Source: an optimization exercise on an open RTL-to-GDS flow (aim: small area, a short achievable clock period and few clock cycles). Production flows keep margins and buffers that such runs may drop. Function was checked by simulation only, so behaviour that the tests miss may differ from the original. Power and IR drop assume default switching activity.

Setup of job 6931:
// cpu
module cpu(clk, reset, read_data, datapath_out, mem_cmd, mem_addr);
Size in the first run: about 230 flip-flops, about 13000 sq um of cells after synthesis.
==> flow/config.mk <==
export PLATFORM = sky130hd
export DESIGN_NAME = cpu
export DESIGN_NICKNAME = cpu
export VERILOG_FILES = /design/flow/design.v
export SDC_FILE = /design/flow/constraint.sdc
export NUM_CORES = 4
export LEC_CHECK = 0
export CAP_MARGIN = 20
export CORE_MARGIN = 2
export CORE_UTILIZATION = 60
export CTS_CLUSTER_DIAMETER = 150
export CTS_CLUSTER_SIZE = 22
export SETUP_SLACK_MARGIN = 2.5
export SLEW_MARGIN = 20
==> flow/constraint.sdc <==
create_clock -name core_clock -period 6.0 [get_ports {clk}]
set_input_delay 1.2000 -clock core_clock [delete_from_list [all_inputs] [get_ports {clk}]]
set_output_delay 1.2000 -clock core_clock [all_outputs]
set_load 0.01 [all_outputs]
run.sh (not shown) runs the stock make flow with config.mk's settings and CLKGATE_MAP_FILE= SYNTH_SCRIPT=/design/flow/synth_recipe.tcl, a recipe that flattens the netlist after the stock synthesis.
Testbench counts of job 6931, summed over its fixed seeds: cycles 9,896.
For job 3956, these inputs were changed with respect to job 6931:
Settings: putting CTS_BUF_LIST at sky130_fd_sc_hd__clkbuf_8 where nothing was set; clearing CTS_CLUSTER_DIAMETER, which used to be 150; swapping 60 for 40 in CORE_UTILIZATION; swapping 22 for 40 in CTS_CLUSTER_SIZE.
--- outcome ---
Job 3956 closes out successfully: all stages finished, all timing, DRC and antenna checks passed. Lower count of fill cells added during filler insertion was reported by job 6931, not job 3956. Relative contribution of sequential cells to total power: job 3956 lower than job 6931. Of job 3956 and job 6931, the run reporting the higher critical path depth was job 3956. Job 3956 vs job 6931 — internal power climbed by a little under 10%. In job 3956, share of power burned in the clock network is higher than in job 6931. Comparing job 3956 and job 6931, the higher switching fraction of total power is on job 3956. Between job 3956 and job 6931, it is job 3956 whose met3 routing resource usage after global routing is lower, by 0.16 points. Between job 3956 and job 6931, clock slew seen by the registers of the worst setup and hold paths is lower for job 3956, job 6931 comes in above that. Critical-path maximum fanout in job 3956 is 5 below job 6931.
What job 7800 does differently from job 3956 at the input level:
Settings: CTS_CLUSTER_SIZE: 40 -> 22; CTS_BUF_LIST: sky130_fd_sc_hd__clkbuf_8 -> unset; CTS_CLUSTER_DIAMETER: unset -> 150.
[summary]
Comparing job 3956 against job 7800, there is no change at all in largest buffer count on any clock path. Job 7800 improves on job 3956 in first-iteration DRC count. Against job 3956, job 7800 reports a worst setup margin that is higher. Post-layout total power: job 7800 vs job 3956 down about 9%. Delta (job 7800 minus job 3956): post-route cell area decreased by about 2.2% relative to the old numbers; total via count after detailed routing went down.
Here is what was changed in the inputs of job 3953 compared with job 7800.
Settings: putting ABC_AREA at 1 where nothing was set.
==> results.txt <==
- As far as clock latency of the later-clocked register in the worst-skew pair is concerned, job 3953 and job 7800 perform about the same.
- Compared job 3953 vs job 7800, and final critical path time including I/O delays and setup is down in job 3953.
- Number of cells on the worst reg-to-reg path came out lower on job 3953 than on job 7800.
- Changes observed in job 3953 relative to job 7800: area fraction in compound gates after synthesis saw a decrease; worst-case setup margin in the final layout saw an increase.
- Die extent in x went up by a few percent going from job 7800 to job 3953.
- Summary of job 3953 over job 7800: post-synthesis to final-layout area growth saw a decrease; final core utilization saw a decrease.
- Looking at synthesized area across job 7800 and job 3953, the one that comes out lower is job 7800.

* * *

the previous run:
cpu, a different RTL version from the one above (not shown whole).
Size in the first run: ~45 I/O pins.
make LEC_CHECK=0 CAP_MARGIN=20 CORE_MARGIN=2 CORE_UTILIZATION=40 SETUP_SLACK_MARGIN=2.5 SLEW_MARGIN=20 finish   # period 6.0 ns
Testbench counts of the previous run, summed over its fixed seeds: cycles 9,896.
Input changes introduced in the current run (baseline for comparison: the previous run):
==> flow/config.mk <==
export PLATFORM = sky130hd
export DESIGN_NAME = cpu
export DESIGN_NICKNAME = cpu
export VERILOG_FILES = /design/flow/design.v
export SDC_FILE = /design/flow/constraint.sdc
export NUM_CORES = 4
export LEC_CHECK = 0
export ABC_AREA = 1
export CAP_MARGIN = 20
export CORE_MARGIN = 2
export CORE_UTILIZATION = 40
export CTS_CLUSTER_DIAMETER = 150
export CTS_CLUSTER_SIZE = 22
export SETUP_SLACK_MARGIN = 2.8
export SLEW_MARGIN = 20
Findings:
- The current run vs the previous run — shortest period the worst path allows dropped 340 ps.
- Going from the previous run to the current run, routed wire length shows an increase of 7.9 mm; worst slack at placement shows an increase of 200 ps; number of resized instances in the post-cts repair step shows an increase of 67%; die area shows an increase of about 1.5%; area of all sequential standard cells shows no meaningful change.
- Going from the previous run to the current run, final standard cell area without fillers climbed 180 um^2; count of inserted antenna diode cells level; non-clock buffering overhead in the final layout increased by 1.6 points relative to the old numbers.
- Compared to the previous run, the current run has global-route usage 3.4 points higher.
- In the current run the total power turned out 17 uW lower than in the previous run.

==> port drivers added, routing unchanged <==
Ports are ideal in the flow. The routed layouts listed here were re-timed in OpenROAD. Step 1 (the two cells are an assumption about what drives the block):
set clk [get_ports {clk}]
set_driving_cell -lib_cell sky130_fd_sc_hd__clkbuf_16 $clk
set_driving_cell -lib_cell sky130_fd_sc_hd__buf_2 [delete_from_list [all_inputs] $clk]
Step 2 also shifts input and output timing later by t, the mid clock arrival at the registers, as if the neighbouring blocks saw the same clock. a / b / c = no drivers / after step 1 / after step 2; a / b = the first two.
| run | t, ns | setup slack, ns | worst register clock-pin slew, ns | worst slew at a driven data input, ns |
|---|---|---|---|---|
| job 6931 | 0.534 | 2.340 / 2.292 / 2.188 | 0.10 / 0.10 | 0.04 |
| job 3956 | 0.593 | 2.464 / 2.415 / 2.009 | 0.07 / 0.07 | 0.04 |
| job 7800 | 0.530 | 2.496 / 2.442 / 2.126 | 0.10 / 0.10 | 0.04 |
| job 3953 | 0.536 | 2.571 / 2.519 / 2.192 | 0.10 / 0.10 | 0.04 |
| the previous run | 0.571 | 2.504 / 2.504 / 2.177 | 0.07 / 0.07 | 0.03 |
| the current run | 0.540 | 2.842 / 2.792 / 2.326 | 0.11 / 0.11 | 0.03 |
After both steps every run listed still meets setup and hold. For the current run, which loses most, drivers alone change the setup slack by -0.050 ns; drivers and shift together by -0.516 ns.
